From an optimization exercise on the open Yosys and OpenROAD flow, aimed at small area; shortcuts taken in it are not production practice. RTL that was checked went through simulation tests only; none was proved equivalent to the original. For run 3, only the layout was checked, not whether the RTL still works. Power figures rest on the tool's default switching activity, not on a simulated workload.

<file path="run.sh">
#!/bin/bash
# synth_recipe.tcl (not shown) runs the flow's synth.tcl, then flattens the netlist and writes it again
# the make line also repeats each setting of config.mk as NAME=value (left out here)
make -C /OpenROAD-flow-scripts/flow DESIGN_CONFIG=/design/flow/config.mk WORK_HOME=/design/flow/orfs CLKGATE_MAP_FILE= SYNTH_SCRIPT=/design/flow/synth_recipe.tcl finish
</file>
<file path="config.mk">
export PLATFORM = sky130hd
export DESIGN_NAME = diwall_top
export DESIGN_NICKNAME = diwall_top
export VERILOG_FILES = /design/flow/design.v
export SDC_FILE = /design/flow/constraint.sdc
export NUM_CORES = 4
export LEC_CHECK = 0
export CAP_MARGIN = 20
export CORE_MARGIN = 2
export CORE_UTILIZATION = 40
export SLEW_MARGIN = 20
</file>
<file path="constraint.sdc">
create_clock -name core_clock -period 5.0 [get_ports {clk}]
set_input_delay 1.0000 -clock core_clock [delete_from_list [all_inputs] [get_ports {clk}]]
set_output_delay 1.0000 -clock core_clock [all_outputs]
set_load 0.01 [all_outputs]
</file>
<file path="design.v">
module HPMtracer_synth(
    input logic                rst_h,
    input logic                clk_h,
    input logic [11:0]         csr_add,
    input logic [31:0]         csr_data,
    input logic [2:0][63:0]    HPM,
    output logic [2:0][63:0]   HPMout,
    input logic                EndDetect,
    output logic               EnableDetect,
    input logic          [1:0] target
    );
    bit         enableS1;
    bit         disableS1;
    assign enableS1  = (csr_add == 12'h320 )&&(csr_data ==32'h0000);
    assign disableS1 = (csr_add == 12'h320 )&&(csr_data ==32'hFFFFFFFF);
   typedef enum logic [1:0] {M=2'b11, R=2'b01, W=2'b10} state;
   state next_state;
always_ff @(posedge clk_h, negedge rst_h)
begin
  if(rst_h == 1'b0) begin
    EnableDetect <= 0;
    HPMout <= 0;
    next_state <= W;
  end
  else begin
            case(next_state)
             W: begin
                EnableDetect <= 0;
                HPMout <= 0;
                if(enableS1)
                   next_state <= M;
                else
                   next_state <= W;
                end
            M: begin
                if(disableS1) begin
                    next_state <= R;
                    EnableDetect <= 1;
                    HPMout <= HPM;
                end
                else begin
                 next_state <= M;
                 EnableDetect <= 0;
                 HPMout <= 0;
                end
                end
            R: begin
                if(EndDetect) begin
                     EnableDetect <= 0;
                     HPMout <= 0;
                     next_state <= W;
                end
                else begin
                        EnableDetect <= 0;
                        HPMout <= HPM;
                        next_state <= R;
                end
            end
            default: next_state <= W;
            endcase
  end
end
endmodule : HPMtracer_synth
module Detector(
    output logic [1:0]      alert,
    input logic             rst_h,
    input logic             clk_h,
    input  [1:0][63:0]      HPM,
    output logic            endD,
    input logic             enableD
    );
    localparam K1 = 55;
    localparam K2 = 595;
   typedef enum logic [1:0] {Analyze=2'b00, Monitor=2'b10} state;
   state next_state;
    logic  [1:0] alert_test;
    assign alert = alert_test;
  always_ff @(posedge clk_h, negedge rst_h) begin
        if(rst_h == 1'b0)  begin
                 endD <= 0;
                 alert_test <= 2'b00;
                 next_state <= Monitor;
        end
        else begin
          case(next_state)
            Analyze : begin
              endD <= 1;
              next_state <= Monitor;
              if(HPM[0] <= K1)
                alert_test <= 2'b00;       
              else if(HPM[1] <= K2)
                alert_test <= 2'b10;       
              else
                alert_test <= 2'b11;       
            end
            Monitor : begin
              endD <= 0;
              alert_test <= 2'b00;
              if(enableD)
                next_state <= Analyze;
              else
                next_state <= Monitor;
            end
            default : next_state <= Monitor;
          endcase
        end
  end
endmodule
module Ewma_rssi
    (
    input logic                rst_h,
    input logic                clk_h,
    input logic                EnableEwma,
    input logic   [31:0]       rssi,
    output  logic    [31:0]    ewma_rssi,
    output logic               endEwma,
    output logic               EnableDecision
    );
typedef enum logic [1:0] {Monitor =2'b00, Ewma = 2'b01, Init = 2'b10} state;
 state next_state;
  logic   [31:0] state_rssi, state_rssi25, real_rssi, ewmaRSSI, ewma_sum;
  assign ewma_rssi = ewmaRSSI;
  always_comb begin
    ewma_sum = real_rssi + state_rssi + state_rssi25;
    ewma_sum[31] = real_rssi[31];
  end
  always_ff @(posedge clk_h, negedge rst_h) begin
    if(rst_h == 1'b0)  begin
      endEwma <= 0;
      ewmaRSSI <= 0;
      state_rssi <= 0;
      real_rssi <= 0;
      state_rssi25 <= 0;
      EnableDecision <= 0;
      next_state <= Init;
    end
    else begin
      case(next_state)
        Init : begin
          if(EnableEwma) begin
            state_rssi <= {rssi[31], 1'b0, rssi[30:1]};
            state_rssi25 <= {rssi[31], 2'b00, rssi[30:2]};
            endEwma <= 1;
            next_state <= Monitor;
          end
        end
        Ewma: begin
          ewmaRSSI <= ewma_sum;
          state_rssi <= {ewma_sum[31], 1'b0, ewma_sum[30:1]};
          state_rssi25 <= {ewma_sum[31], 2'b00, ewma_sum[30:2]};
          endEwma <= 1;
          EnableDecision <= 1;
          next_state <= Monitor;
        end
        Monitor : begin
          endEwma <= 0;
          EnableDecision <= 0;
          if(EnableEwma) begin
            real_rssi <= {rssi[31], 2'b00, rssi[30:2]};
            next_state <= Ewma;
          end
          else next_state <= Monitor;
        end
        default : next_state <= Init;
      endcase
    end
  end
endmodule
module Ewma_Decision
    (
    input logic                rst_h,
    input logic                clk_h,
    input logic                EnableDecision,
    input logic [31:0]         ewma_rssi,
    output logic               Alert_Jamming
    );
    localparam logic [31:0] UCL = 32'd4294967231;  
    localparam logic [31:0] LCL = 32'd4294967190;  
    logic  [31:0]  ewma_sig;
    logic alert;
    assign Alert_Jamming = alert;
    assign ewma_sig  = ewma_rssi;
always_ff @(posedge clk_h, negedge rst_h) begin
    if(rst_h == 1'b0)  begin
        alert <= 0;
    end
    else begin
        if(EnableDecision) begin
            if(ewma_sig>UCL)
                alert <= 1'b1;
            else if(ewma_sig<LCL)
                alert <= 1'b1;
            else
                alert <= 1'b0;
        end
    end
end
endmodule
module diwall_top (
    input  logic        clk,
    input  logic        rst_n,
    input  logic [11:0] csr_addr,
    input  logic [31:0] csr_wdata,
    input  logic [63:0] hpm0,
    input  logic [63:0] hpm1,
    input  logic [63:0] hpm2,
    output logic [1:0]  alert,
    output logic        alert_jamming,
    output logic        detect_done,
    output logic        ewma_done,
    output logic        enable_detect,
    output logic [31:0] ewma_rssi
);
  logic [2:0][63:0] HPMsig;
  logic [2:0][63:0] HPMio;
  logic enabling;
  logic donee;
  logic donee1;
  logic doneall;
  logic [1:0] alerta;
  logic alert_jamm;
  logic [31:0] ewma_rssi_sig;
  logic EnableEwmaDecision;
  assign HPMsig[0] = hpm0;
  assign HPMsig[1] = hpm1;
  assign HPMsig[2] = hpm2;
  assign doneall = donee | donee1;
  HPMtracer_synth HPMtracer_i (
      .clk_h        (clk),
      .rst_h        (rst_n),
      .csr_add      (csr_addr),
      .csr_data     (csr_wdata),
      .HPM          (HPMsig),
      .HPMout       (HPMio),
      .EndDetect    (doneall),
      .EnableDetect (enabling),
      .target       (alerta + {1'b0, alert_jamm})
  );
  Detector Detector_i (
      .clk_h   (clk),
      .rst_h   (rst_n),
      .HPM     (HPMio[1:0]),
      .endD    (donee),
      .enableD (enabling),
      .alert   (alerta)
  );
  Ewma_rssi Ewma_i (
      .clk_h          (clk),
      .rst_h          (rst_n),
      .EnableEwma     (enabling),
      .rssi           (HPMio[2][31:0]),
      .ewma_rssi      (ewma_rssi_sig),
      .endEwma        (donee1),
      .EnableDecision (EnableEwmaDecision)
  );
  Ewma_Decision Ewma_i_Decision (
      .clk_h          (clk),
      .rst_h          (rst_n),
      .ewma_rssi      (ewma_rssi_sig),
      .EnableDecision (EnableEwmaDecision),
      .Alert_Jamming  (alert_jamm)
  );
  assign alert         = alerta;
  assign alert_jamming = alert_jamm;
  assign detect_done   = donee;
  assign ewma_done     = donee1;
  assign enable_detect = enabling;
  assign ewma_rssi     = ewma_rssi_sig;
endmodule
</file>
==> results.py, run 1 <==
metrics = {
    "run_status": {
        "run_status": "timing/DRC/antenna clean",
    },
    "finish": {
        "seqCellArea_um2": 6460,
        "multi_input_area_um2": 5750,
        "post_layout_nonfiller_instances": 1741,
        "design_area_um2": 16300,
        "flow.area_growth_from_synthesis_pct": 30.1,
        "final_layout_size_suffix_gt1_share_pct": 8.56,
        "final_nets": 1624,
        "fill_cells": 2747,
    },
    "die": {
        "core_um2": 30700,
        "initial_standard_cell_utilization_of_the_core_pct": 40.8,
        "die_area_um2": 32700,
        "row_count": 64,
        "fp.dieW_um": 181,
        "die_y_um": 181,
        "pin_count": 276,
    },
    "global_route": {
        "use_met2_pct": 31.0,
        "globalRouteOverflowTotal": 0,
        "met1_routing_resource_usage_after_global_routing_pct": 26.8,
        "top_usage_layer": "met2",
        "number_of_antenna_violations_at_the_first_check_in_global_routing": 5,
        "gr-usage-met3_pct": 6.69,
        "first_global_vias": 9924,
        "grt_use_total_pct": 19.8,
        "grt_first_pass_wirelength_um": 53000,
        "maximum_number_of_pins_on_one_net_before_global_route_repair": 100,
    },
    "timing": {
        "max_slew_margin_pct": 29.1,
        "grt_setup_unrepaired": "false",
        "timing.final.crit_period_ps": 3290,
        "hold_violations": 0,
        "finalCritPeriodShare_pct": 65.7,
        "setup_viol": 0,
        "max_slew.worst_pin.slew_ps": 1060,
        "fin_setup_tns_ps": 0,
        "holdWs_ps": 452,
        "slew_violations": 0,
        "finClkSkew_ps": 33.4,
        "fmax_mhz": 304,
    },
    "synth": {
        "synth-seq-cells": 258,
        "synth_top_family_by_area": "compound AO/OA/AOI/OAI gates",
        "synth_compound_gate_area_share_pct": 20.7,
        "post_synth_most_frequent_cells": "255 x sky130_fd_sc_hd__dfrtp_1, 154 x sky130_fd_sc_hd__a22o_1, 123 x sky130_fd_sc_hd__nand2_1",
        "synth_top_flop_cell": "sky130_fd_sc_hd__dfrtp_1",
        "ys_seq_area_share_pct": 51.6,
        "yosysWarnings": 4,
        "synth_top_area_cell": "sky130_fd_sc_hd__dfrtp_1",
        "synth_xor_xnor_area_share_pct": 1.26,
        "synthTopCellsByArea": "sky130_fd_sc_hd__dfrtp_1 51%, sky130_fd_sc_hd__a22o_1 11%, sky130_fd_sc_hd__fa_1 4.8%, sky130_fd_sc_hd__nand2_1 3.7%, sky130_fd_sc_hd__ha_1 3.4%",
        "synth.cell_area_um2": 12500,
        "synth-adder-area-share_pct": 8.20,
        "edff_count_synth": 0,
        "syn-mean-instance-area_um2": 11.3,
        "synthDistinctLibCells": 63,
        "synthSimpleGateAreaFrac_pct": 12.0,
        "asyncSetResetFlopFracSynth_pct": 100,
        "synth_cells": 1105,
        "post_synth_mux_area_share_pct": 3.54,
        "mappedNetlistNets": 1407,
        "synth.most_common_cell": "sky130_fd_sc_hd__dfrtp_1",
        "yosysTopAreaCellShare_pct": 51.0,
    },
    "drt": {
        "post_drt_wl_per_cell_um": 18.8,
        "routed_via_density": 5.56,
        "detailedRoute.firstIterationViolations": 547,
        "drc": 0,
        "drt_first_pass_iters": 5,
        "ant_nets": 0,
        "wl_um": 32800,
        "via_count": 9682,
    },
    "cts": {
        "clock_tree.root_cell": "sky130_fd_sc_hd__clkbuf_16",
        "post_cts_resize_count": 0,
        "cts.hold.buffers_added": 0,
        "insertion_delay_ps": 570,
        "cts_tree": "done",
        "cts_inserted_buffers": 28,
        "cts_sinks": 258,
        "cts-htree-levels": 1,
        "post-cts-setup-buffer-count": 0,
        "max-clock-path-buffers": 3,
        "clkSlewWorstSetupHoldPaths_ps": 60,
    },
    "worst_setup_path": {
        "reg2reg_setup_slack_ps": 1710,
        "critical_path.endpoint_type": "flop",
        "r2r_start": "Ewma_i.state_rssi25[0]$_DFFE_PN0P_",
        "critical_path.max_fanout": 5,
        "reg2reg_depth": 11,
        "worst_ep_arrival_time_ps": 3770,
        "crit-reg2reg-capture": "Ewma_i.ewmaRSSI[21]$_DFFE_PN0P_",
        "path_class": "flop to flop",
        "timing.critical_path.from_type": "flop",
        "worst-endpoint-required_ps": 5480,
    },
    "placed_design": {
        "portBuffers": 237,
        "placement.cell_area_um2": 15300,
        "placedCellCount": 1688,
        "post-dp-hpwl_um": 23600,
        "gpl.final_weighted_congestion": 0.869,
    },
    "worst_hold_path": {
        "worstHoldPathCells": 1,
        "worstHoldStart": "Detector_i.next_state[1]$_DFF_PN1_",
        "holdPathEnd": "Detector_i.endD$_DFF_PN0_",
        "worstHoldPathType": "flop to flop",
    },
    "power": {
        "power.density_cell_area_nw_per_um2": 275,
        "p_leak_nw": 7.66,
        "total_power_mw": 4.47,
        "worst_ir_drop_vdd_mv": 0.392,
    },
    "job": {
        "drv.max_cap_violation_count": 0,
    },
}
-- critical path, cell delays in order (launching register included) --
cell and delay [ps]:
sky130_fd_sc_hd__dfrtp_1 400, sky130_fd_sc_hd__fa_1 520, sky130_fd_sc_hd__ha_1 170, sky130_fd_sc_hd__inv_1 60, sky130_fd_sc_hd__fa_1 440, sky130_fd_sc_hd__nor2b_4 150
sky130_fd_sc_hd__o211ai_2 110, sky130_fd_sc_hd__a31oi_2 360, sky130_fd_sc_hd__nand3_1 190, sky130_fd_sc_hd__nand3_1 190, sky130_fd_sc_hd__xor2_1 390, sky130_fd_sc_hd__mux2_2 230
-- per-stage QoR --
stage / utilization (%) / setup WS, ps
detailed placement: 49.8 / 1440
floorplan: - / 2170
global route: 53.0 / 1520
finish: 53.1 / 1710
global placement: 49.8 / 1460
CTS: 53.0 / 1740
-- report_power, final --
part / leakage (nW) / internal, mW / switching, mW / total (mW)
Sequential: 3.59 / 2.09 / 0.00000000936 / 2.09
Clock: 0.484 / 1.31 / 0.862 / 2.17
Combinational: 3.59 / 0.140 / 0.0679 / 0.208
Total: 7.66 / 3.54 / 0.930 / 4.47
-- sequential cells by signal, summed over array words and instances, names as in the netlist, 2 cells and up --
signal and flops:
Ewma_i.state_rssi25 29, Ewma_i.ewmaRSSI 32, HPMtracer_i.next_state 2, HPMtracer_i.HPMout 154
Detector_i.alert_test 2, Ewma_i.real_rssi 30, Ewma_i.next_state 2
-- layout make-up --
| cell class | count | area share, % |
|---|---|---|
| inverters | 18 | 0.415 |
| flip-flops and latches | 258 | 39.7 |
| multi-input cells | 765 | 35.3 |
| clock inverters | 10 | 0.961 |
| clock buffers | 42 | 5.12 |
| repair buffers | 251 | 15.4 |
| diodes | 1 | 0.0154 |
| well taps | 396 | 3.05 |
-- metal layers --
layer | vias up | wire length (um)
li1 | 4594 | -
met1 | 4778 | 14700
met2 | 249 | 14700
met3 | 53 | 2670
met4 | 8 | 639
met5 | - | 52
-- worst max-delay path by stage --
stage                                         end  cells after the start                                from
2_1_floorplan     Ewma_i.ewmaRSSI[27]$_DFFE_PN0P_                     11     Ewma_i.real_rssi[1]$_DFFE_PN0P_
3_3_place_gp   HPMtracer_i.HPMout[25]$_DFFE_PN0P_                      9                       csr_wdata[17]
3_5_place_dp    HPMtracer_i.HPMout[9]$_DFFE_PN0P_                      9                       csr_wdata[17]
4_1_cts           Ewma_i.ewmaRSSI[21]$_DFFE_PN0P_                     11  Ewma_i.state_rssi25[0]$_DFFE_PN0P_
5_1_grt           Ewma_i.ewmaRSSI[23]$_DFFE_PN0P_                     13  Ewma_i.state_rssi25[0]$_DFFE_PN0P_
6_report          Ewma_i.ewmaRSSI[21]$_DFFE_PN0P_                     11  Ewma_i.state_rssi25[0]$_DFFE_PN0P_
-- layout by cell type, fill, tap and decap left out, types with 8 or more instances in the layout --
cell and instances:
sky130_fd_sc_hd__o21ai_0 38, sky130_fd_sc_hd__inv_1 17, sky130_fd_sc_hd__mux2_2 34, sky130_fd_sc_hd__ha_1 33, sky130_fd_sc_hd__dfrtp_1 255, sky130_fd_sc_hd__nor4_1 39
sky130_fd_sc_hd__nor2_1 28, sky130_fd_sc_hd__clkbuf_8 8, sky130_fd_sc_hd__a22o_1 154, sky130_fd_sc_hd__buf_4 12, sky130_fd_sc_hd__nor2b_1 17, sky130_fd_sc_hd__nand3_1 26
sky130_fd_sc_hd__a211oi_1 8, sky130_fd_sc_hd__clkbuf_16 28, sky130_fd_sc_hd__nand2_1 123, sky130_fd_sc_hd__xor2_1 9, sky130_fd_sc_hd__a31oi_1 8, sky130_fd_sc_hd__fa_1 30
sky130_fd_sc_hd__a21o_1 17, sky130_fd_sc_hd__a21oi_1 56, sky130_fd_sc_hd__clkdlybuf4s50_1 236, sky130_fd_sc_hd__xnor2_1 9, sky130_fd_sc_hd__nand4_1 28
-- cells by family (layout without fill, tap and decap cells) --
group | after synthesis | count (layout)
buf+inv | 82 | 321
compound gates | 342 | 342
other cells | 0 | 1
fa+ha+maj | 64 | 64
xor+xnor | 18 | 18
flops | 258 | 258
simple gates | 301 | 301
mux | 40 | 40
==> inputs of run 2 (changes only) <==
==> design.v (replaced) <==
module diwall_top (
    input  logic        clk,
    input  logic        rst_n,
    input  logic [11:0] csr_addr,
    input  logic [31:0] csr_wdata,
    input  logic [63:0] hpm0,
    input  logic [63:0] hpm1,
    input  logic [63:0] hpm2,
    output logic [1:0]  alert,
    output logic        alert_jamming,
    output logic        detect_done,
    output logic        ewma_done,
    output logic        enable_detect,
    output logic [31:0] ewma_rssi
);
  logic armed;    
  logic en;       
  logic an;       
  logic dd;       
  logic init;     
  logic valid;    
  logic jam;      
  logic        v0, v1;      
  logic [30:2] rx;          
  logic        rs;          
  logic [30:0] q;           
  logic        qs;          
  logic        cy;          
  localparam int CUT = 16;
  wire csr_hit  = (csr_addr == 12'h320);
  wire arm_wr   = csr_hit & ~|csr_wdata;
  wire disarm_wr= csr_hit & &csr_wdata;
  wire busy     = en | an | (dd & init);    
  wire start    = armed & disarm_wr;
  wire ld_init  = start & ~init;
  wire ld_sum   = an & init;
  wire gt0 = (|hpm0[63:6]) | (&hpm0[5:3]);
  wire gt1 = (|hpm1[63:10]) | (hpm1[9] & (hpm1[8] | hpm1[7] |
             (hpm1[6] & (hpm1[5] | (hpm1[4] & (hpm1[3] | hpm1[2]))))));
  logic [30:0] op_r, op_a, op_b, cs_s, cs_c, sum;
  logic [31:0] k;
  always_comb begin
    op_r = {2'b00, rx[30:2]};
    op_a = {1'b0, q[30:1]};
    op_b = {2'b00, q[30:2]};
    cs_s = op_r ^ op_a ^ op_b;
    cs_c = {(op_r[29:0] & op_a[29:0]) | (op_r[29:0] & op_b[29:0]) | (op_a[29:0] & op_b[29:0]), 1'b0};
    k = '0;
    for (int i = 0; i < 31; i++) begin
      logic ci;
      ci = (i == CUT) ? cy : k[i];
      sum[i]  = cs_s[i] ^ cs_c[i] ^ ci;
      k[i+1]  = (cs_s[i] & cs_c[i]) | (cs_s[i] & ci) | (cs_c[i] & ci);
    end
  end
  wire all_hi = &{qs, q[30:8]};
  wire above  = all_hi & q[7] & q[6];
  wire ge_lcl = all_hi & q[7] & (q[6] | q[5] | (q[4] & (q[3] | (q[2] & q[1]))));
  wire jam_nx = above | ~ge_lcl;
  always_ff @(posedge clk, negedge rst_n) begin
    if (!rst_n) begin
      armed <= 1'b0;
      en    <= 1'b0;
      an    <= 1'b0;
      dd    <= 1'b0;
      init  <= 1'b0;
      valid <= 1'b0;
      jam   <= 1'b0;
      qs    <= 1'b0;
      q[0]  <= 1'b0;
    end else begin
      armed <= ~busy & (armed ? ~disarm_wr : arm_wr);
      en    <= start;
      an    <= en;
      dd    <= an;
      init  <= init | dd;
      valid <= valid | ld_sum;
      if (dd & init) jam <= jam_nx;
      if (ld_sum) begin
        qs   <= rs;
        q[0] <= sum[0];
      end
    end
  end
  always_ff @(posedge clk) begin
    cy <= k[CUT];
    if (en) begin
      v0 <= gt0;
      v1 <= gt1;
    end
    if (start) begin
      rs <= hpm2[31];
      rx <= hpm2[30:2];
    end
    if (ld_sum) q[30:1] <= sum[30:1];
    else if (ld_init) q[30:1] <= hpm2[30:1];
  end
  assign enable_detect = en;
  assign detect_done   = dd;
  assign ewma_done     = init ? dd : an;
  assign alert         = {dd & v0, dd & v0 & v1};
  assign alert_jamming = jam;
  assign ewma_rssi     = {qs, q[30:1] & {30{valid}}, q[0]};
endmodule
==> run 2 against run 1 <==
The layout now fails its checks (negative setup slack). Core utilization rose by 16 points. Die area fell by 63%. Worst setup slack got worse by 3300 ps. Largest cell class is now buffers.
==> results.py, run 2 <==
metrics = {
    "finish": {
        "utilization_pct": 69.3,
        "final_layout_size_suffix_gt1_share_pct": 19.2,
        "most_frequent_cells_in_the_layout": "237 x sky130_fd_sc_hd__clkdlybuf4s50_1, 62 x sky130_fd_sc_hd__edfxtp_1, 34 x sky130_fd_sc_hd__nor4_1",
        "final_nets": 885,
        "reg_top3": "q (31), rx (29)",
        "largest_register": "q",
        "most_frequent_standard_cell_in_the_layout_excluding_fill_and_tap_cells": "sky130_fd_sc_hd__clkdlybuf4s50_1",
        "largest_register_ff_count": 31,
        "diodes": 0,
        "fill_cells": 805,
        "flow.area_growth_from_synthesis_pct": 67.4,
        "post_layout_nonfiller_instances": 734,
    },
    "worst_setup_path": {
        "path_class": "flop to flop",
        "critical_path.max_fanout": 2,
        "critical_path.endpoint_type": "flop",
        "timing.critical_path.from_type": "flop",
        "worst_ep_arrival_time_ps": 6650,
        "worst-endpoint-required_ps": 5070,
    },
    "timing": {
        "setup_viol": 11,
        "timing.final.crit_period_ps": 6580,
        "fin_setup_tns_ps": -9550,
        "finClkSkew_ps": 5.27,
        "hold_violations": 0,
        "max_slew.worst_pin.slew_ps": 967,
        "grt_setup_unrepaired": "true",
        "fmax_mhz": 152,
        "max_slew_margin_pct": 35.3,
        "slew_violations": 0,
        "finalCritPeriodShare_pct": 132,
        "final.setup.worst_slack_ps": -1580,
    },
    "die": {
        "initial_standard_cell_utilization_of_the_core_pct": 41.4,
        "core_um2": 11000,
        "die_y_um": 111,
        "fp.dieW_um": 111,
        "die_area_um2": 12200,
        "pin_count": 276,
        "row_count": 38,
    },
    "synth": {
        "synth_top_area_cell": "sky130_fd_sc_hd__edfxtp_1",
        "syn-mean-instance-area_um2": 14.1,
        "synth.most_common_cell": "sky130_fd_sc_hd__edfxtp_1",
        "synthTopCellsByArea": "sky130_fd_sc_hd__edfxtp_1 41%, sky130_fd_sc_hd__fa_1 25%, sky130_fd_sc_hd__mux2_2 7.4%, sky130_fd_sc_hd__dfrtp_1 5.0%, sky130_fd_sc_hd__nor4_1 4.7%",
        "edff_count_synth": 62,
        "synth_top_flop_cell": "sky130_fd_sc_hd__edfxtp_1",
        "yosysWarnings": 1,
        "asyncSetResetFlopFracSynth_pct": 12.5,
        "post_synth_most_frequent_cells": "62 x sky130_fd_sc_hd__edfxtp_1, 57 x sky130_fd_sc_hd__fa_1, 34 x sky130_fd_sc_hd__nor4_1",
        "synth-seq-cells": 72,
        "mappedNetlistNets": 618,
        "synthDistinctLibCells": 33,
        "yosysTopAreaCellShare_pct": 40.9,
        "synth_cells": 322,
        "synth.cell_area_um2": 4550,
        "ys_seq_area_share_pct": 46.3,
    },
    "global_route": {
        "grt_use_total_pct": 23.4,
        "grt_first_pass_wirelength_um": 22000,
        "maximum_number_of_pins_on_one_net_before_global_route_repair": 37,
        "globalRouteOverflowTotal": 0,
        "first_global_vias": 4081,
        "number_of_antenna_violations_at_the_first_check_in_global_routing": 2,
    },
    "cts": {
        "cts_sinks": 72,
        "clock_tree.root_cell": "sky130_fd_sc_hd__clkbuf_16",
        "insertion_delay_ps": 330,
        "cts_inserted_buffers": 9,
        "cts-htree-levels": 3,
        "clkSlewWorstSetupHoldPaths_ps": 60,
        "max-clock-path-buffers": 2,
        "cts_tree": "done",
        "cts.hold.buffers_added": 0,
    },
    "drt": {
        "detailedRoute.firstIterationViolations": 143,
        "routed_via_density": 5.05,
        "post_drt_wl_per_cell_um": 19.2,
        "wl_um": 14100,
        "via_count": 3710,
        "ant_nets": 0,
        "drc": 0,
        "drt_first_pass_iters": 4,
    },
    "worst_hold_path": {
        "worstHoldPathType": "flop to flop",
    },
    "placed_design": {
        "portBuffers": 237,
        "gpl.final_weighted_congestion": 0.927,
        "post-dp-hpwl_um": 11800,
        "placedCellCount": 712,
        "dpl_worst_slack_ps": -1600,
    },
    "power": {
        "total_power_mw": 1.42,
        "power.density_cell_area_nw_per_um2": 187,
        "worst_ir_drop_vdd_mv": 0.214,
        "p_leak_nw": 2.72,
    },
    "job": {
        "drv.max_cap_violation_count": 0,
    },
    "run_status": {
        "layout.failed_checks": "negative setup slack",
        "run_status": "complete, but fails checks",
    },
}
[run 2: path summary, 6_finish.rpt]
kind | to | depth (start not counted) | start | slack (ps)
max | q[15]$_DFFE_PP_ | 19 | q[2]$_DFFE_PP_ | -1580
min | dd$_DFF_PN0_ | 0 | an$_DFF_PN0_ | 440
max reg2reg | q[15]$_DFFE_PP_ | 19 | q[2]$_DFFE_PP_ | -1580
min reg2reg | dd$_DFF_PN0_ | 0 | an$_DFF_PN0_ | 440
max in group asynchronous | valid$_DFF_PN0_ | 1 | rst_n | 3710
min in group asynchronous | jam$_DFFE_PN0P_ | 1 | rst_n | 980
[run 2: routing by layer]
| layer | global-route usage (%) | wire length, um |
|---|---|---|
| met1 | 29.5 | 5790 |
| met2 | 39.6 | 7160 |
| met3 | 7.85 | 958 |
| met4 | 4.42 | 164 |
| met5 | 0 | 30 |
[run 2: where the power goes]
part	switching [mW]	leakage, nW	internal [mW]
Sequential	0	0.697	0.652
Clock	0.243	0.123	0.334
Combinational	0.0415	1.90	0.150
[run 2: through the flow]
step / instance area, um2 / hold WS, ps
CTS: 7580 / 438
finish: 7610 / 439
detailed placement: 7290 / 424
global placement: 7290 / 421
floorplan: 4620 / 412
global route: 7610 / 474
[run 2: critical path, cell delays in order (launching register included)]
cell,delay [ps]
sky130_fd_sc_hd__edfxtp_1,370
sky130_fd_sc_hd__inv_2,60
sky130_fd_sc_hd__fa_1,500
sky130_fd_sc_hd__inv_1,40
sky130_fd_sc_hd__ha_2,170
sky130_fd_sc_hd__fa_2,340
sky130_fd_sc_hd__fa_2,350
sky130_fd_sc_hd__fa_2,350
sky130_fd_sc_hd__fa_2,350
sky130_fd_sc_hd__fa_2,350
sky130_fd_sc_hd__fa_2,340
sky130_fd_sc_hd__fa_2,350
sky130_fd_sc_hd__fa_2,350
sky130_fd_sc_hd__fa_2,350
sky130_fd_sc_hd__fa_2,340
sky130_fd_sc_hd__fa_2,350
sky130_fd_sc_hd__fa_2,350
sky130_fd_sc_hd__fa_2,340
sky130_fd_sc_hd__fa_2,400
sky130_fd_sc_hd__mux2_4,270
[run 2: area by class of cell]
| cell class | count | area (um2) | area share [%] |
|---|---|---|---|
| clock inverter | 7 | 48.8 | 0.641 |
| multi-input combinational | 216 | 2390 | 31.4 |
| timing repair buffer | 263 | 2570 | 33.7 |
| inverter | 27 | 101 | 1.33 |
| sequential | 72 | 2110 | 27.7 |
| tap | 140 | 175 | 2.30 |
| clock buffer | 9 | 225 | 2.96 |
[run 2: cells by family (layout without fill, tap and decap cells)]
family / count (synthesis) / in the layout / synth area share (%)
muxes: 30 / 30 / 7.43
buffers and inverters: 34 / 306 / 2.97
DFF: 72 / 72 / 46.3
and+or+nand+nor: 116 / 116 / 16.2
adders and majority gates: 58 / 58 / 25.4
AOI/OAI and AO/OA: 12 / 12 / 1.71
[run 2: timing repair]
action                     CTS  global route
setup endpoints to repair   11            12
pin swaps                    1             0
resized for setup            4             2
setup buffers                3             3
==> inputs of run 3 (changes only) <==
--- a/design.v
+++ b/design.v
@@ -39,4 +39,5 @@
              (hpm1[6] & (hpm1[5] | (hpm1[4] & (hpm1[3] | hpm1[2]))))));
-  logic [30:0] op_r, op_a, op_b, cs_s, cs_c, sum;
+  logic [30:0] op_r, op_a, op_b, s, c, sum;
   logic [31:0] k;
+  logic        k_cut;
   always_comb begin
@@ -45,11 +46,8 @@
     op_b = {2'b00, q[30:2]};
-    cs_s = op_r ^ op_a ^ op_b;
-    cs_c = {(op_r[29:0] & op_a[29:0]) | (op_r[29:0] & op_b[29:0]) | (op_a[29:0] & op_b[29:0]), 1'b0};
+    s = op_r ^ op_a ^ op_b;
+    c = {(op_r[29:0] & op_a[29:0]) | (op_r[29:0] & op_b[29:0]) | (op_a[29:0] & op_b[29:0]), 1'b0};
+    {k_cut, sum[CUT-1:0]} = {1'b0, s[CUT-1:0]} + {1'b0, c[CUT-1:0]};
+    sum[30:CUT] = s[30:CUT] + c[30:CUT] + {{(30-CUT){1'b0}}, cy};
     k = '0;
-    for (int i = 0; i < 31; i++) begin
-      logic ci;
-      ci = (i == CUT) ? cy : k[i];
-      sum[i]  = cs_s[i] ^ cs_c[i] ^ ci;
-      k[i+1]  = (cs_s[i] & cs_c[i]) | (cs_s[i] & ci) | (cs_c[i] & ci);
-    end
+    k[CUT] = k_cut;
   end
==> run 3 against run 2 <==
Now clean on timing, DRC and antenna. Sequential power about the same. Clock power increased by 11%. Synthesized area increased by 15%. Power increased by 4.5%. Cell area increased by 5.8%. Synthesized cell count increased by 47%. Routed wire length increased by 26%. Non-clock buffer count decreased by 23. Worst setup slack improved by 3100 ps. Critical path type is now primary input to flop. Critical endpoint is now rx[4]$_DFFE_PP_. Largest power group unchanged.
==> results.py, run 3 <==
metrics = {
    "run_status": {
        "run_status": "timing/DRC/antenna clean",
    },
    "finish": {
        "most_frequent_standard_cell_in_the_layout_excluding_fill_and_tap_cells": "sky130_fd_sc_hd__clkdlybuf4s50_1",
        "multi_input_area_um2": 2970,
        "final_nets": 1008,
        "diodes": 0,
        "largest_register": "q",
        "most_frequent_cells_in_the_layout": "237 x sky130_fd_sc_hd__clkdlybuf4s50_1, 62 x sky130_fd_sc_hd__edfxtp_1, 40 x sky130_fd_sc_hd__nor4_1",
        "reg_top3": "q (31), rx (29)",
        "fill_cells": 1005,
        "flow.area_growth_from_synthesis_pct": 54.0,
        "final_layout_size_suffix_gt1_share_pct": 4.90,
        "seqCellArea_um2": 2110,
        "largest_register_ff_count": 31,
    },
    "global_route": {
        "grt_first_pass_wirelength_um": 27700,
        "grt_use_total_pct": 25.9,
        "maximum_number_of_pins_on_one_net_before_global_route_repair": 67,
        "first_global_vias": 5133,
        "globalRouteOverflowTotal": 0,
        "number_of_antenna_violations_at_the_first_check_in_global_routing": 0,
    },
    "timing": {
        "slew_violations": 0,
        "hold_violations": 0,
        "fin_setup_tns_ps": 0,
        "fmax_mhz": 291,
        "finalCritPeriodShare_pct": 68.7,
        "max_slew_margin_pct": 39.3,
        "grt_setup_unrepaired": "false",
        "max_slew.worst_pin.slew_ps": 910,
        "holdWs_ps": 468,
        "timing.final.crit_period_ps": 3440,
        "finClkSkew_ps": 10.0,
        "setup_viol": 0,
    },
    "cts": {
        "cts_inserted_buffers": 9,
        "post_cts_resize_count": 0,
        "post-cts-setup-buffer-count": 0,
        "cts.hold.buffers_added": 0,
        "max-clock-path-buffers": 2,
        "insertion_delay_ps": 340,
        "clock_tree.root_cell": "sky130_fd_sc_hd__clkbuf_16",
        "cts_sinks": 72,
        "clkSlewWorstSetupHoldPaths_ps": 50,
        "cts_tree": "done",
        "cts-htree-levels": 3,
    },
    "worst_setup_path": {
        "r2r_start": "q[3]$_DFFE_PP_",
        "reg2reg_setup_slack_ps": 1580,
        "critical_path.slowest_cell": "sky130_fd_sc_hd__inv_1",
        "reg2reg_depth": 9,
        "timing.critical_path.cells": "clkdlybuf4s50_1, nor4b_1, nand3_1, nor4_1, nand3_1, inv_1, buf_4",
        "timing.critical_path.from_type": "primary input",
        "critical-path-top-delay-family": "buffers and inverters",
        "worst-endpoint-required_ps": 5020,
        "timing.critical_path.slowest_cell_delay_ps": 600,
        "critical_path.endpoint_type": "flop",
        "path_class": "primary input to flop",
        "crit-reg2reg-capture": "q[11]$_DFFE_PP_",
        "worst_ep_arrival_time_ps": 3450,
        "worst_path_most_repeated_cell": "sky130_fd_sc_hd__nand3_1",
        "critical_path.max_fanout": 16,
        "critPathBufInv": 3,
    },
    "synth": {
        "synth_top_area_cell": "sky130_fd_sc_hd__edfxtp_1",
        "syn-mean-instance-area_um2": 11.1,
        "yosysTopAreaCellShare_pct": 35.6,
        "synthDistinctLibCells": 64,
        "synthTopCellsByArea": "sky130_fd_sc_hd__edfxtp_1 36%, sky130_fd_sc_hd__fa_1 12%, sky130_fd_sc_hd__ha_1 6.7%, sky130_fd_sc_hd__nor4_1 4.8%, sky130_fd_sc_hd__dfrtp_1 4.3%",
        "yosysWarnings": 1,
        "synth_cells": 473,
        "asyncSetResetFlopFracSynth_pct": 12.5,
        "synth.cell_area_um2": 5230,
        "post_synth_most_frequent_cells": "62 x sky130_fd_sc_hd__edfxtp_1, 40 x sky130_fd_sc_hd__nor4_1, 35 x sky130_fd_sc_hd__nand2_1",
        "synth-seq-cells": 72,
        "edff_count_synth": 62,
        "mappedNetlistNets": 771,
        "ys_seq_area_share_pct": 40.3,
        "synth_top_flop_cell": "sky130_fd_sc_hd__edfxtp_1",
        "synth.most_common_cell": "sky130_fd_sc_hd__edfxtp_1",
    },
    "power": {
        "power.density_cell_area_nw_per_um2": 184,
        "worst_ir_drop_vdd_mv": 0.152,
        "p_leak_nw": 2.96,
    },
    "drt": {
        "routed_via_density": 5.40,
        "post_drt_wl_per_cell_um": 20.0,
        "ant_nets": 0,
        "via_count": 4792,
        "drc": 0,
        "detailedRoute.firstIterationViolations": 429,
        "wl_um": 17700,
        "drt_first_pass_iters": 4,
    },
    "worst_hold_path": {
        "holdPathEnd": "dd$_DFF_PN0_",
        "worstHoldStart": "an$_DFF_PN0_",
        "worstHoldPathCells": 0,
        "worstHoldPathType": "flop to flop",
    },
    "die": {
        "row_count": 41,
        "initial_standard_cell_utilization_of_the_core_pct": 41.3,
        "core_um2": 12700,
        "fp.dieW_um": 118,
        "die_y_um": 118,
        "pin_count": 276,
        "die_area_um2": 14000,
    },
    "placed_design": {
        "portBuffers": 237,
        "gpl.final_weighted_congestion": 1.01,
        "post-dp-hpwl_um": 14700,
    },
    "job": {
        "drv.max_cap_violation_count": 0,
    },
}
## run 3: worst register-to-register path, cell delays in order (launching register included)
cell,delay [ps]
sky130_fd_sc_hd__edfxtp_1,510
sky130_fd_sc_hd__fa_1,490
sky130_fd_sc_hd__ha_1,260
sky130_fd_sc_hd__fa_1,510
sky130_fd_sc_hd__a211oi_2,240
sky130_fd_sc_hd__o21bai_1,140
sky130_fd_sc_hd__a2111o_1,500
sky130_fd_sc_hd__a41oi_2,210
sky130_fd_sc_hd__xor2_1,190
sky130_fd_sc_hd__o21ai_0,90
## run 3: cell families after synthesis
family                   Yosys count  synth area share, %
adder cells (fa/ha/maj)           60                 19.0
XOR/XNOR                          20                 3.35
multiplexers                       5                 1.05
AND/OR/NAND/NOR                  182                 19.7
AO/OA/AOI/OAI                    102                 13.5
flip-flops                        72                 40.3
buffers and inverters             32                 3.11
## run 3: how the worst max path moves through the flow
stage | to | from | cells past startpoint
global placement | rs$_DFFE_PP_ | csr_addr[1] | 7
floorplan | q[10]$_DFFE_PP_ | csr_addr[1] | 5
detailed placement | rx[13]$_DFFE_PP_ | csr_addr[1] | 7
CTS | rx[13]$_DFFE_PP_ | csr_addr[1] | 7
finish | rx[4]$_DFFE_PP_ | csr_addr[1] | 7
global route | rx[16]$_DFFE_PP_ | csr_addr[1] | 7
## run 3: layer usage
metal / vias to the layer above / part of all wire (%) / GRT usage [%] / routed length, um
li1: 2297 / - / - / -
met1: 2338 / 41 / 33.2 / 7330
met2: 142 / 52 / 46.1 / 9280
met3: 15 / 5.3 / 4.54 / 936
met4: 0 / 1.1 / 4.82 / 191
met5: - / 0 / 0 / 0
## run 3: power by group
part | total, mW | internal (mW) | switching, mW
logic | 0.193 | 0.146 | 0.0466
registers | 0.652 | 0.652 | 0
clock network | 0.640 | 0.397 | 0.243
total | 1.49 | 1.20 | 0.290
## run 3: stage by stage
| stage | cells | instance area, um2 | utilization, % | worst slack (ps) | power (mW) |
|---|---|---|---|---|---|
| final | 887 | 8050 | 63.6 | 1560 | 1.49 |
| after CTS | 887 | 8050 | 63.6 | 1530 | 1.49 |
| after floorplan | 473 | 5230 | - | 584 | 0.682 |
| after global placement | 871 | 7760 | 61.3 | 1260 | 0.855 |
| after global routing | 887 | 8050 | 63.6 | 1390 | 1.53 |
| after detailed placement | 871 | 7760 | 61.3 | 1170 | 0.857 |
## run 3: area by class of cell
class	instances	share of cell area [%]
Clock inverter	4	0.559
Tap cell	172	2.67
Timing Repair Buffer	240	29.9
Inverter	18	0.839
Multi-Input combinational cell	369	36.8
Clock buffer	12	3.06
Sequential cell	72	26.2
==> inputs of run 4 (changes only) <==
--- a/design.v
+++ b/design.v
@@ -28,3 +28,3 @@
   logic        cy;          
-  localparam int CUT = 16;
+  localparam int CUT = 17;
   wire csr_hit  = (csr_addr == 12'h320);
@@ -39,5 +39,4 @@
              (hpm1[6] & (hpm1[5] | (hpm1[4] & (hpm1[3] | hpm1[2]))))));
-  logic [30:0] op_r, op_a, op_b, s, c, sum;
+  logic [30:0] op_r, op_a, op_b, s, c, h, g, sum;
   logic [31:0] k;
-  logic        k_cut;
   always_comb begin
@@ -48,6 +47,16 @@
     c = {(op_r[29:0] & op_a[29:0]) | (op_r[29:0] & op_b[29:0]) | (op_a[29:0] & op_b[29:0]), 1'b0};
-    {k_cut, sum[CUT-1:0]} = {1'b0, s[CUT-1:0]} + {1'b0, c[CUT-1:0]};
-    sum[30:CUT] = s[30:CUT] + c[30:CUT] + {{(30-CUT){1'b0}}, cy};
+    h = s ^ c;
+    g = s & c;
     k = '0;
-    k[CUT] = k_cut;
+    sum[0] = s[0];
+    for (int i = 1; i < 31; i += 2) begin
+      logic ci;
+      ci = (i == CUT) ? cy : k[i];
+      k[i+1] = g[i] | (h[i] & ci);
+      sum[i] = h[i] ^ ci;
+      if (i < 30) begin
+        k[i+2]   = g[i+1] | (h[i+1] & g[i]) | (h[i+1] & h[i] & ci);
+        sum[i+1] = h[i+1] ^ k[i+1];
+      end
+    end
   end
==> run 4 against run 3 <==
Sequential power hardly changed. Via count fell by 12%. Die area down 5.1%. Worst setup slack got worse by 380 ps. Maximum frequency is 9.9% lower. First-iteration DRC count shrank 47%. Sequential share of layout area up 0.73 points. Critical path type is now flop to flop. Largest power group unchanged.
==> results.py, run 4 <==
metrics = {
    "job": {
        "drv.max_cap_violation_count": 0,
    },
    "synth": {
        "ys_seq_area_share_pct": 42.5,
        "synth_cells": 408,
        "synth.cell_area_um2": 4950,
        "edff_count_synth": 62,
        "yosysWarnings": 1,
        "synth_top_flop_cell": "sky130_fd_sc_hd__edfxtp_1",
        "syn-mean-instance-area_um2": 12.1,
        "synthDistinctLibCells": 43,
        "yosysTopAreaCellShare_pct": 37.6,
        "asyncSetResetFlopFracSynth_pct": 12.5,
        "synth_top_area_cell": "sky130_fd_sc_hd__edfxtp_1",
        "synth-seq-cells": 72,
        "synth.most_common_cell": "sky130_fd_sc_hd__edfxtp_1",
        "synthTopCellsByArea": "sky130_fd_sc_hd__edfxtp_1 38%, sky130_fd_sc_hd__fa_1 18%, sky130_fd_sc_hd__ha_1 6.8%, sky130_fd_sc_hd__nor4_1 4.8%, sky130_fd_sc_hd__dfrtp_1 4.5%",
        "mappedNetlistNets": 717,
        "post_synth_most_frequent_cells": "62 x sky130_fd_sc_hd__edfxtp_1, 44 x sky130_fd_sc_hd__fa_1, 38 x sky130_fd_sc_hd__nor4_1",
    },
    "worst_setup_path": {
        "critPathBufInv": 0,
        "critical_path.slowest_cell": "sky130_fd_sc_hd__fa_1",
        "worst-endpoint-required_ps": 5080,
        "worst_ep_arrival_time_ps": 3890,
        "critical_path.endpoint_type": "flop",
        "timing.critical_path.slowest_cell_delay_ps": 490,
        "timing.critical_path.from_type": "flop",
        "critical-path-top-delay-family": "adder cells",
        "critical_path.max_fanout": 4,
        "timing.critical_path.cells": "fa_1, ha_1, fa_1, a211oi_1, o21ai_1, o21a_1, o311ai_0, nand2_1, fa_1, mux2_2",
        "worst_path_most_repeated_cell": "sky130_fd_sc_hd__fa_1",
        "path_class": "flop to flop",
    },
    "power": {
        "p_leak_nw": 2.91,
        "worst_ir_drop_vdd_mv": 0.150,
        "power.density_cell_area_nw_per_um2": 190,
    },
    "cts": {
        "cts_inserted_buffers": 9,
        "cts_tree": "done",
        "cts-htree-levels": 3,
        "post_cts_resize_count": 0,
        "cts_sinks": 72,
        "post-cts-setup-buffer-count": 0,
        "cts.hold.buffers_added": 0,
        "insertion_delay_ps": 330,
        "max-clock-path-buffers": 2,
        "clock_tree.root_cell": "sky130_fd_sc_hd__clkbuf_16",
        "clkSlewWorstSetupHoldPaths_ps": 60,
    },
    "placed_design": {
        "gpl.final_weighted_congestion": 0.933,
        "dpl_worst_slack_ps": 1160,
        "portBuffers": 237,
        "placement.cell_area_um2": 7530,
        "post-dp-hpwl_um": 13000,
        "placedCellCount": 806,
    },
    "timing": {
        "holdWs_ps": 436,
        "final.setup.worst_slack_ps": 1190,
        "max_slew.worst_pin.slew_ps": 814,
        "timing.final.crit_period_ps": 3810,
        "finClkSkew_ps": 6.96,
        "hold_violations": 0,
        "setup_viol": 0,
        "slew_violations": 0,
        "finalCritPeriodShare_pct": 76.3,
        "max_slew_margin_pct": 45.7,
        "fmax_mhz": 262,
        "fin_setup_tns_ps": 0,
        "grt_setup_unrepaired": "false",
    },
    "global_route": {
        "first_global_vias": 4778,
        "grt_first_pass_wirelength_um": 24400,
        "grt_use_total_pct": 24.6,
        "globalRouteOverflowTotal": 0,
        "maximum_number_of_pins_on_one_net_before_global_route_repair": 52,
        "number_of_antenna_violations_at_the_first_check_in_global_routing": 1,
    },
    "die": {
        "fp.dieW_um": 115,
        "initial_standard_cell_utilization_of_the_core_pct": 41.1,
        "die_y_um": 115,
        "pin_count": 276,
        "core_um2": 12100,
        "row_count": 40,
        "die_area_um2": 13300,
    },
    "finish": {
        "flow.area_growth_from_synthesis_pct": 58.2,
        "design_area_um2": 7840,
        "post_layout_nonfiller_instances": 823,
        "most_frequent_cells_in_the_layout": "237 x sky130_fd_sc_hd__clkdlybuf4s50_1, 62 x sky130_fd_sc_hd__edfxtp_1, 44 x sky130_fd_sc_hd__fa_1",
        "final_nets": 958,
        "largest_register_ff_count": 31,
        "most_frequent_standard_cell_in_the_layout_excluding_fill_and_tap_cells": "sky130_fd_sc_hd__clkdlybuf4s50_1",
        "final_layout_size_suffix_gt1_share_pct": 5.66,
        "reg_top3": "q (31), rx (29)",
        "largest_register": "q",
    },
    "drt": {
        "wl_um": 15400,
        "routed_via_density": 5.11,
        "via_count": 4209,
        "drt_first_pass_iters": 5,
        "detailedRoute.firstIterationViolations": 226,
        "drc": 0,
        "ant_nets": 0,
        "post_drt_wl_per_cell_um": 18.7,
    },
    "worst_hold_path": {
        "worstHoldPathType": "flop to flop",
    },
    "run_status": {
        "run_status": "timing/DRC/antenna clean",
    },
}
-- run 4: changes by cell type after synthesis, sizes merged, moves of 5 or more --
cell / before / now
fa: 32 / 44
mux2: 4 / 16
o21ai: 32 / 22
nand2: 35 / 27
o21bai: 7 / 0
a21oi: 18 / 12
xor2: 9 / 3
nand3: 11 / 6
nor2: 11 / 6
-- run 4: cells by family after synthesis --
kind of cell	count (synthesis)	share of synthesized area, %
flops	72	42.5
buf+inv	28	2.22
compound gates	58	7.38
simple gates	150	17.3
fa+ha+maj	71	24.6
mux	16	3.64
xor+xnor	13	2.30
-- run 4: metal layers --
layer  GRT usage [%]  routed length (um)  up-vias  part of all wire [%]
met4            9.16                 352        0                   2.3
met1            30.6                6410     2007                    42
met5               0                   0        -                     0
met2            42.2                7700      155                    50
li1                -                   -     2021                     -
met3            5.17                 951       26                   6.2
-- run 4: worst paths after layout --
kind                            cells after the start               to      startpoint  slack (ps)
min in group asynchronous                           1   qs$_DFFE_PN0P_           rst_n        1020
worst min-delay path                                0     dd$_DFF_PN0_    an$_DFF_PN0_         440
max in group asynchronous                           1  armed$_DFF_PN0_           rst_n        3630
worst max register to register                     10  q[15]$_DFFE_PP_  q[2]$_DFFE_PP_        1190
worst max-delay path                               10  q[15]$_DFFE_PP_  q[2]$_DFFE_PP_        1190
worst min register to register                      0     dd$_DFF_PN0_    an$_DFF_PN0_         440
-- run 4: final cells by class --
cell class                 instances  area, um2
antenna                            1       2.50
clock buffer                      14        264
clock inverter                     2       37.5
fill                             977       4230
inverter                          18       67.6
multi-input combinational        308       2740
sequential                        72       2110
tap                              168        210
timing repair buffer             240       2410
-- run 4: power by group --
group | leakage, nW | switching [mW] | internal [mW]
logic | 2.07 | 0.0447 | 0.147
registers | 0.697 | 0 | 0.652
clock network | 0.143 | 0.234 | 0.414
-- run 4: worst reg2reg max path: stages, from the launching register on --
cell and delay, ps:
sky130_fd_sc_hd__edfxtp_1 460, sky130_fd_sc_hd__fa_1 490, sky130_fd_sc_hd__ha_1 220, sky130_fd_sc_hd__fa_1 460, sky130_fd_sc_hd__a211oi_1 260, sky130_fd_sc_hd__o21ai_1 200, sky130_fd_sc_hd__o21a_1 260, sky130_fd_sc_hd__o311ai_0 340
sky130_fd_sc_hd__nand2_1 140, sky130_fd_sc_hd__fa_1 470, sky130_fd_sc_hd__mux2_2 270
-- run 4: stage by stage --
stage | util [%] | power [mW]
final | 65.0 | 1.49
after global routing | 65.0 | 1.54
after CTS | 64.9 | 1.50
after detailed placement | 62.4 | 0.856
after global placement | 62.4 | 0.853
after floorplan | - | 0.682
==> inputs of run 5 (changes only) <==
==> flow/run.sh (new file) <==
#!/bin/bash
# The standard layout, with the smallest buffer (buf_1) on every input and
# output port instead of the one buffer_ports picks by default.
set -euo pipefail
bash standard.sh BUFFER_PORTS_ARGS="-buffer_cell sky130_fd_sc_hd__buf_1" finish > orfs_make.log 2>&1
==> standard.sh (new file) <==
#!/bin/bash
# synth_recipe.tcl (not shown) runs the flow's synth.tcl, then flattens the netlist and writes it again
# the make line also repeats each setting of config.mk as NAME=value (left out here)
make -C /OpenROAD-flow-scripts/flow DESIGN_CONFIG=/design/flow/config.mk WORK_HOME=/design/flow/orfs CLKGATE_MAP_FILE= SYNTH_SCRIPT=/design/flow/synth_recipe.tcl "${@:-finish}"
--- a/config.mk
+++ b/config.mk
@@ -7,2 +7,3 @@
 export LEC_CHECK = 0
+export ABC_AREA = 1
 export CAP_MARGIN = 20
@@ -10,2 +11,3 @@
 export CORE_UTILIZATION = 40
+export CTS_BUF_LIST = sky130_fd_sc_hd__clkbuf_4
 export SLEW_MARGIN = 20
removed: run.sh
==> run 5 against run 4 <==
Still clean. Worst hold slack improved by 1.4 ps. Cell count rose by 7.7%. Core utilization fell by 13 points. Clock power fell by about 50%. Sequential share of layout area rose by 6.9 points. Clock skew rose by 1.4 ps. Critical path type unchanged.
==> results.py, run 5 <==
metrics = {
    "run_status": {
        "run_status": "timing/DRC/antenna clean",
    },
    "timing": {
        "fin_setup_tns_ps": 0,
        "final.setup.worst_slack_ps": 1470,
        "setup_viol": 0,
        "slew_violations": 0,
        "finClkSkew_ps": 8.40,
        "grt_setup_unrepaired": "false",
        "max_slew.worst_pin.slew_ps": 751,
        "hold_violations": 0,
        "timing.final.crit_period_ps": 3530,
        "finalCritPeriodShare_pct": 70.6,
        "fmax_mhz": 283,
        "max_slew_margin_pct": 49.5,
    },
    "synth": {
        "ys_seq_area_share_pct": 42.0,
        "mappedNetlistNets": 779,
        "synth-seq-cells": 72,
        "yosysWarnings": 1,
        "edff_count_synth": 62,
        "asyncSetResetFlopFracSynth_pct": 12.5,
        "synth_top_flop_cell": "sky130_fd_sc_hd__edfxtp_1",
        "synth_cells": 470,
        "synth_top_area_cell": "sky130_fd_sc_hd__edfxtp_1",
        "syn-mean-instance-area_um2": 10.7,
        "synthTopCellsByArea": "sky130_fd_sc_hd__edfxtp_1 37%, sky130_fd_sc_hd__fa_1 18%, sky130_fd_sc_hd__ha_1 6.7%, sky130_fd_sc_hd__nand2_1 6.0%, sky130_fd_sc_hd__inv_1 5.2%",
        "synthDistinctLibCells": 31,
        "synth.most_common_cell": "sky130_fd_sc_hd__nand2_1",
        "yosysTopAreaCellShare_pct": 37.1,
        "post_synth_most_frequent_cells": "80 x sky130_fd_sc_hd__nand2_1, 70 x sky130_fd_sc_hd__inv_1, 62 x sky130_fd_sc_hd__edfxtp_1",
        "synth.cell_area_um2": 5020,
    },
    "power": {
        "worst_ir_drop_vdd_mv": 0.145,
        "power.density_cell_area_nw_per_um2": 172,
        "total_power_mw": 1.07,
        "p_leak_nw": 2.55,
    },
    "die": {
        "die_y_um": 116,
        "die_area_um2": 13500,
        "fp.dieW_um": 116,
        "initial_standard_cell_utilization_of_the_core_pct": 41.4,
        "pin_count": 276,
        "core_um2": 12100,
        "row_count": 40,
    },
    "global_route": {
        "maximum_number_of_pins_on_one_net_before_global_route_repair": 52,
        "globalRouteOverflowTotal": 0,
        "first_global_vias": 4558,
        "grt_use_total_pct": 22.5,
        "number_of_antenna_violations_at_the_first_check_in_global_routing": 0,
        "grt_first_pass_wirelength_um": 22400,
    },
    "cts": {
        "clock_tree.root_cell": "sky130_fd_sc_hd__clkbuf_4",
        "cts_inserted_buffers": 9,
        "insertion_delay_ps": 430,
        "post_cts_resize_count": 0,
        "cts.hold.buffers_added": 0,
        "cts_tree": "done",
        "max-clock-path-buffers": 2,
        "post-cts-setup-buffer-count": 0,
        "cts-htree-levels": 3,
        "cts_sinks": 72,
        "clkSlewWorstSetupHoldPaths_ps": 110,
    },
    "worst_hold_path": {
        "holdPathEnd": "dd$_DFF_PN0_",
        "worstHoldPathType": "flop to flop",
        "worstHoldStart": "an$_DFF_PN0_",
        "worstHoldPathCells": 0,
    },
    "finish": {
        "final_layout_size_suffix_gt1_share_pct": 7.11,
        "seqCellArea_um2": 2110,
        "fill_cells": 1185,
        "multi_input_area_um2": 2620,
        "flow.area_growth_from_synthesis_pct": 24.4,
        "reg_top3": "q (31), rx (29)",
        "final_nets": 1021,
        "most_frequent_cells_in_the_layout": "237 x sky130_fd_sc_hd__buf_1, 79 x sky130_fd_sc_hd__nand2_1, 70 x sky130_fd_sc_hd__inv_1",
        "most_frequent_standard_cell_in_the_layout_excluding_fill_and_tap_cells": "sky130_fd_sc_hd__buf_1",
        "largest_register_ff_count": 31,
        "largest_register": "q",
    },
    "drt": {
        "wl_um": 14100,
        "drt_first_pass_iters": 4,
        "post_drt_wl_per_cell_um": 15.9,
        "via_count": 4367,
        "routed_via_density": 4.93,
        "drc": 0,
        "detailedRoute.firstIterationViolations": 165,
        "ant_nets": 0,
    },
    "worst_setup_path": {
        "worst_path_most_repeated_cell": "sky130_fd_sc_hd__nand2_2",
        "critical_path.endpoint_type": "flop",
        "r2r_start": "q[3]$_DFFE_PP_",
        "reg2reg_depth": 17,
        "critical_path.max_fanout": 4,
        "cp-startpoint": "q[3]$_DFFE_PP_",
        "worst_ep_arrival_time_ps": 3720,
        "timing.critical_path.from_type": "flop",
        "reg2reg_setup_slack_ps": 1470,
        "path_class": "flop to flop",
        "timing.critical_path.slowest_cell_delay_ps": 500,
        "worst-endpoint-required_ps": 5190,
        "critical_path.slowest_cell": "sky130_fd_sc_hd__edfxtp_1",
        "crit-reg2reg-capture": "q[15]$_DFFE_PP_",
        "timing.critical_path.cells": "fa_1, ha_1, fa_1, nand3_1, nand3_1, nand2_1, nand2_2, nand2_2, nand2_2, nand2_1, nand2_2, nand2_1, nand2_2, nand2_2, nand2_2, fa_1, mux2_2",
    },
    "job": {
        "drv.max_cap_violation_count": 0,
    },
    "placed_design": {
        "gpl.final_weighted_congestion": 0.944,
        "dpl_worst_slack_ps": 1430,
        "post-dp-hpwl_um": 11300,
        "portBuffers": 237,
    },
}
==> run 5: worst max-delay path by stage <==
| stage | endpoint | slack [ps] | cells past startpoint |
|---|---|---|---|
| after floorplan | q[10]$_DFFE_PP_ | 740 | 5 |
| after global placement | q[15]$_DFFE_PP_ | 1510 | 17 |
| after detailed placement | q[15]$_DFFE_PP_ | 1430 | 17 |
| after CTS | q[15]$_DFFE_PP_ | 1420 | 17 |
| after global routing | q[15]$_DFFE_PP_ | 1230 | 17 |
| final | q[15]$_DFFE_PP_ | 1470 | 17 |
==> run 5: worst max-delay path: cells and delay by family (launching register included) <==
family                   cells  cell delay (ps)
flip-flops                   1              500
AND/OR/NAND/NOR             12              900
adder cells (fa/ha/maj)      4             1630
multiplexers                 1              270
==> run 5: metal layers <==
| metal | global-route usage [%] | share of wire [%] | wire length, um |
|---|---|---|---|
| met5 | 0 | 0 | 0 |
| met2 | 39.5 | 50 | 7100 |
| met4 | 7.46 | 2.7 | 386 |
| met1 | 26.9 | 41 | 5750 |
| met3 | 6.01 | 5.9 | 836 |
==> run 5: layout make-up <==
type	count	area share, %
inverter	70	4.21
clock inverter	2	0.120
tap	168	3.37
timing repair buffer	240	14.9
antenna	1	0.0401
clock buffer	14	1.68
multi-input combinational	319	41.9
sequential	72	33.8
==> run 5: logic make-up (layout without fill, tap and decap cells) <==
group,count (synthesis),in the layout,synth area share [%]
buffers and inverters,79,326,6.01
adder cells (fa/ha/maj),71,71,24.3
multiplexers,15,15,3.37
flip-flops,72,72,42.0
AND/OR/NAND/NOR,182,182,17.8
AO/OA/AOI/OAI,38,38,4.29
other,0,1,0
XOR/XNOR,13,13,2.27
==> run 5: power breakdown <==
group | internal (mW) | switching, mW | leakage (nW)
combinational | 0.0471 | 0.0462 | 1.78
clock | 0.128 | 0.199 | 0.0676
sequential | 0.651 | 0.0000000000000358 | 0.695
==> run 5: through the flow <==
step | std cells | util, % | instance area [um2] | hold WS, ps
final | 886 | 51.5 | 6240 | 437
after global routing | 885 | 51.5 | 6240 | 447
after CTS | 884 | 51.3 | 6210 | 430
after detailed placement | 868 | 50.4 | 6100 | 424
after global placement | 868 | 50.4 | 6100 | 422
after floorplan | 470 | - | 5020 | 395
==> inputs of run 6 (changes only) <==
--- a/config.mk
+++ b/config.mk
@@ -7,3 +7,2 @@
 export LEC_CHECK = 0
-export ABC_AREA = 1
 export CAP_MARGIN = 20
@@ -11,3 +10,2 @@
 export CORE_UTILIZATION = 40
-export CTS_BUF_LIST = sky130_fd_sc_hd__clkbuf_4
 export SLEW_MARGIN = 20
==> run 6 against run 5 <==
Still clean on timing, DRC and antenna. Via count decreased by 2.4%. Clock-buffer cell count decreased by 2. Synthesized area decreased by 1.3%. Clock skew decreased by 2.2 ps. Cell area increased by 1.2%. Critical endpoint unchanged.
==> results.py, run 6 <==
metrics = {
    "synth": {
        "synth.cell_area_um2": 4950,
        "synthDistinctLibCells": 43,
        "yosysWarnings": 1,
        "synth_top_area_cell": "sky130_fd_sc_hd__edfxtp_1",
        "yosysTopAreaCellShare_pct": 37.6,
        "syn-mean-instance-area_um2": 12.1,
        "synthTopCellsByArea": "sky130_fd_sc_hd__edfxtp_1 38%, sky130_fd_sc_hd__fa_1 18%, sky130_fd_sc_hd__ha_1 6.8%, sky130_fd_sc_hd__nor4_1 4.8%, sky130_fd_sc_hd__dfrtp_1 4.5%",
        "synth_compound_gate_area_share_pct": 7.38,
        "synth_top_family_by_area": "adder cells",
        "synth_xor_xnor_area_share_pct": 2.30,
        "synth.most_common_cell": "sky130_fd_sc_hd__edfxtp_1",
        "post_synth_mux_area_share_pct": 3.64,
        "synthSimpleGateAreaFrac_pct": 17.3,
        "asyncSetResetFlopFracSynth_pct": 12.5,
        "post_synth_most_frequent_cells": "62 x sky130_fd_sc_hd__edfxtp_1, 44 x sky130_fd_sc_hd__fa_1, 38 x sky130_fd_sc_hd__nor4_1",
        "synth_top_flop_cell": "sky130_fd_sc_hd__edfxtp_1",
        "ys_seq_area_share_pct": 42.5,
        "mappedNetlistNets": 717,
        "synth-seq-cells": 72,
        "edff_count_synth": 62,
        "synth_cells": 408,
        "synth-adder-area-share_pct": 24.6,
    },
    "timing": {
        "setup_viol": 0,
        "fin_setup_tns_ps": 0,
        "max_slew_margin_pct": 42.3,
        "slew_violations": 0,
        "finClkSkew_ps": 6.21,
        "holdWs_ps": 425,
        "timing.final.crit_period_ps": 3850,
        "grt_setup_unrepaired": "false",
        "max_slew.worst_pin.slew_ps": 865,
        "hold_violations": 0,
        "finalCritPeriodShare_pct": 77.1,
        "fmax_mhz": 259,
    },
    "cts": {
        "cts_inserted_buffers": 9,
        "cts-htree-levels": 3,
        "post-cts-setup-buffer-count": 0,
        "clock_tree.root_cell": "sky130_fd_sc_hd__clkbuf_16",
        "clkSlewWorstSetupHoldPaths_ps": 60,
        "cts.hold.buffers_added": 0,
        "cts_tree": "done",
        "insertion_delay_ps": 330,
        "cts_sinks": 72,
        "max-clock-path-buffers": 2,
        "post_cts_resize_count": 0,
    },
    "finish": {
        "final_layout_size_suffix_gt1_share_pct": 5.66,
        "most_frequent_cells_in_the_layout": "237 x sky130_fd_sc_hd__buf_1, 62 x sky130_fd_sc_hd__edfxtp_1, 44 x sky130_fd_sc_hd__fa_1",
        "largest_register_ff_count": 31,
        "most_frequent_standard_cell_in_the_layout_excluding_fill_and_tap_cells": "sky130_fd_sc_hd__buf_1",
        "multi_input_area_um2": 2740,
        "fill_cells": 1124,
        "final_nets": 958,
        "seqCellArea_um2": 2110,
        "largest_register": "q",
        "utilization_pct": 52.4,
        "reg_top3": "q (31), rx (29)",
        "flow.area_growth_from_synthesis_pct": 27.6,
        "post_layout_nonfiller_instances": 823,
    },
    "drt": {
        "routed_via_density": 5.18,
        "top_layer": "met4",
        "drt_first_pass_iters": 4,
        "detailedRoute.firstIterationViolations": 218,
        "post_drt_wl_per_cell_um": 18.0,
        "ant_nets": 0,
        "drc": 0,
        "wl_met3_um": 1040,
        "wl_um": 14800,
        "dr_wl_met2_um": 7240,
        "via_count": 4263,
        "met1Wirelength_um": 6180,
    },
    "global_route": {
        "first_global_vias": 4426,
        "grt_first_pass_wirelength_um": 22700,
        "maximum_number_of_pins_on_one_net_before_global_route_repair": 32,
        "globalRouteOverflowTotal": 0,
        "grt_use_total_pct": 23.1,
        "number_of_antenna_violations_at_the_first_check_in_global_routing": 1,
    },
    "worst_setup_path": {
        "reg2reg_depth": 10,
        "timing.critical_path.depth": 10,
        "r2r_start": "q[2]$_DFFE_PP_",
        "critical-path-top-delay-family": "adder cells",
        "worst_path_most_repeated_cell": "sky130_fd_sc_hd__fa_1",
        "path_class": "flop to flop",
        "worst_ep_arrival_time_ps": 3930,
        "timing.critical_path.slowest_cell_delay_ps": 490,
        "cp-startpoint": "q[2]$_DFFE_PP_",
        "worst-endpoint-required_ps": 5080,
        "timing.critical_path.from_type": "flop",
        "critPathBufInv": 0,
        "timing.critical_path.cells": "fa_1, ha_1, fa_1, a211oi_1, o21ai_1, o21a_1, o311ai_0, nand2_1, fa_1, mux2_2",
        "critical_path.max_fanout": 4,
        "critical_path.slowest_cell": "sky130_fd_sc_hd__fa_1",
        "critical_path.endpoint_type": "flop",
    },
    "die": {
        "initial_standard_cell_utilization_of_the_core_pct": 41.1,
        "core_um2": 12100,
        "fp.dieW_um": 115,
        "die_y_um": 115,
        "pin_count": 276,
        "row_count": 40,
        "die_area_um2": 13300,
    },
    "power": {
        "worst_ir_drop_vdd_mv": 0.159,
        "p_leak_nw": 2.28,
        "power.density_cell_area_nw_per_um2": 216,
    },
    "worst_hold_path": {
        "worstHoldPathType": "flop to flop",
        "worstHoldPathCells": 0,
        "worstHoldStart": "an$_DFF_PN0_",
    },
    "placed_design": {
        "placedCellCount": 806,
        "post-dp-hpwl_um": 11900,
        "gpl.final_weighted_congestion": 0.889,
        "portBuffers": 237,
    },
    "job": {
        "drv.max_cap_violation_count": 0,
    },
    "run_status": {
        "run_status": "timing/DRC/antenna clean",
    },
}
[run 6: path summary, 6_finish.rpt]
| check | to | slack (ps) |
|---|---|---|
| worst min-delay path | dd$_DFF_PN0_ | 430 |
| worst max register to register | q[15]$_DFFE_PP_ | 1150 |
| worst max-delay path | q[15]$_DFFE_PP_ | 1150 |
| min in group asynchronous | dd$_DFF_PN0_ | 670 |
| max in group asynchronous | en$_DFF_PN0_ | 3920 |
| worst min register to register | dd$_DFF_PN0_ | 430 |
[run 6: cell type report]
type                       instances  area share (%)
antenna                            1          0.0396
clock inverter                     4           0.713
clock buffer                      12            3.74
inverter                          18            1.07
tap                              168            3.33
sequential                        72            33.3
multi-input combinational        308            43.3
timing repair buffer             240            14.4
[run 6: stage by stage]
stage | power [mW] | instance area [um2] | setup WS [ps]
after floorplan | 0.682 | 4950 | 801
final | 1.37 | 6320 | 1150
after global routing | 1.42 | 6320 | 846
after global placement | 0.753 | 6040 | 1230
after detailed placement | 0.756 | 6040 | 1160
after CTS | 1.38 | 6320 | 1150
[run 6: metal layers]
metal / global-route usage (%) / vias up
met5: 0 / -
met4: 8.03 / 0
met3: 4.85 / 17
met2: 38.8 / 164
met1: 29.9 / 2058
li1: - / 2024
[run 6: report_power, final]
part / leakage, nW / switching, mW / internal (mW)
Clock: 0.140 / 0.238 / 0.384
Sequential: 0.697 / 0 / 0.652
Combinational: 1.45 / 0.0460 / 0.0465
Total: 2.28 / 0.284 / 1.08
[run 6: logic make-up (layout without fill, tap and decap cells)]
family,after synthesis,in the layout
AND/OR/NAND/NOR,150,150
flip-flops,72,72
adder cells (fa/ha/maj),71,71
AO/OA/AOI/OAI,58,58
buffers and inverters,28,274
multiplexers,16,16
XOR/XNOR,13,13
other,0,1
[run 6: worst register-to-register path: cells and delay by family, from the launching register on]
| kind | cells | cell delay, ps |
|---|---|---|
| adders and majority gates | 4 | 1650 |
| AOI/OAI and AO/OA | 4 | 1090 |
| DFF | 1 | 450 |
| muxes | 1 | 260 |
| and+or+nand+nor | 1 | 140 |

-- separate check: timing with driven ports --
No port has a modelled driver above. Below, the same layouts with a new extraction and two added sets of constraints. Step 1 assumes that a clkbuf_16 drives the clock port and a buf_2 every other input. Step 2 times the ports against the registers' clock, not the clock port: input delays grow and output delays shrink by t, the midpoint of the rising clock arrivals with the driver on. Three values: no drivers, after step 1, after step 2; two values: the first two.
| run | shift t [ns] | slack for setup (ns) | worst setup path after step 2 | slew at the worst register clock pin (ns) |
|---|---|---|---|---|
| run 1 | 0.598 | 1.713 / 1.713 / 1.432 | input to register | 0.06 / 0.06 |
| run 2 | 0.358 | -1.577 / -1.577 / -1.577 | register to register | 0.06 / 0.06 |
| run 3 | 0.373 | 1.564 / 1.578 / 1.205 | input to register | 0.06 / 0.06 |
| run 4 | 0.363 | 1.186 / 1.186 / 1.186 | register to register | 0.06 / 0.06 |
| run 5 | 0.453 | 1.468 / 1.468 / 1.468 | register to register | 0.11 / 0.11 |
| run 6 | 0.364 | 1.146 / 1.146 / 1.146 | register to register | 0.06 / 0.06 |
The setup slack of run 3, which loses most, moves by +0.014 ns with the drivers and by -0.359 ns with both steps.
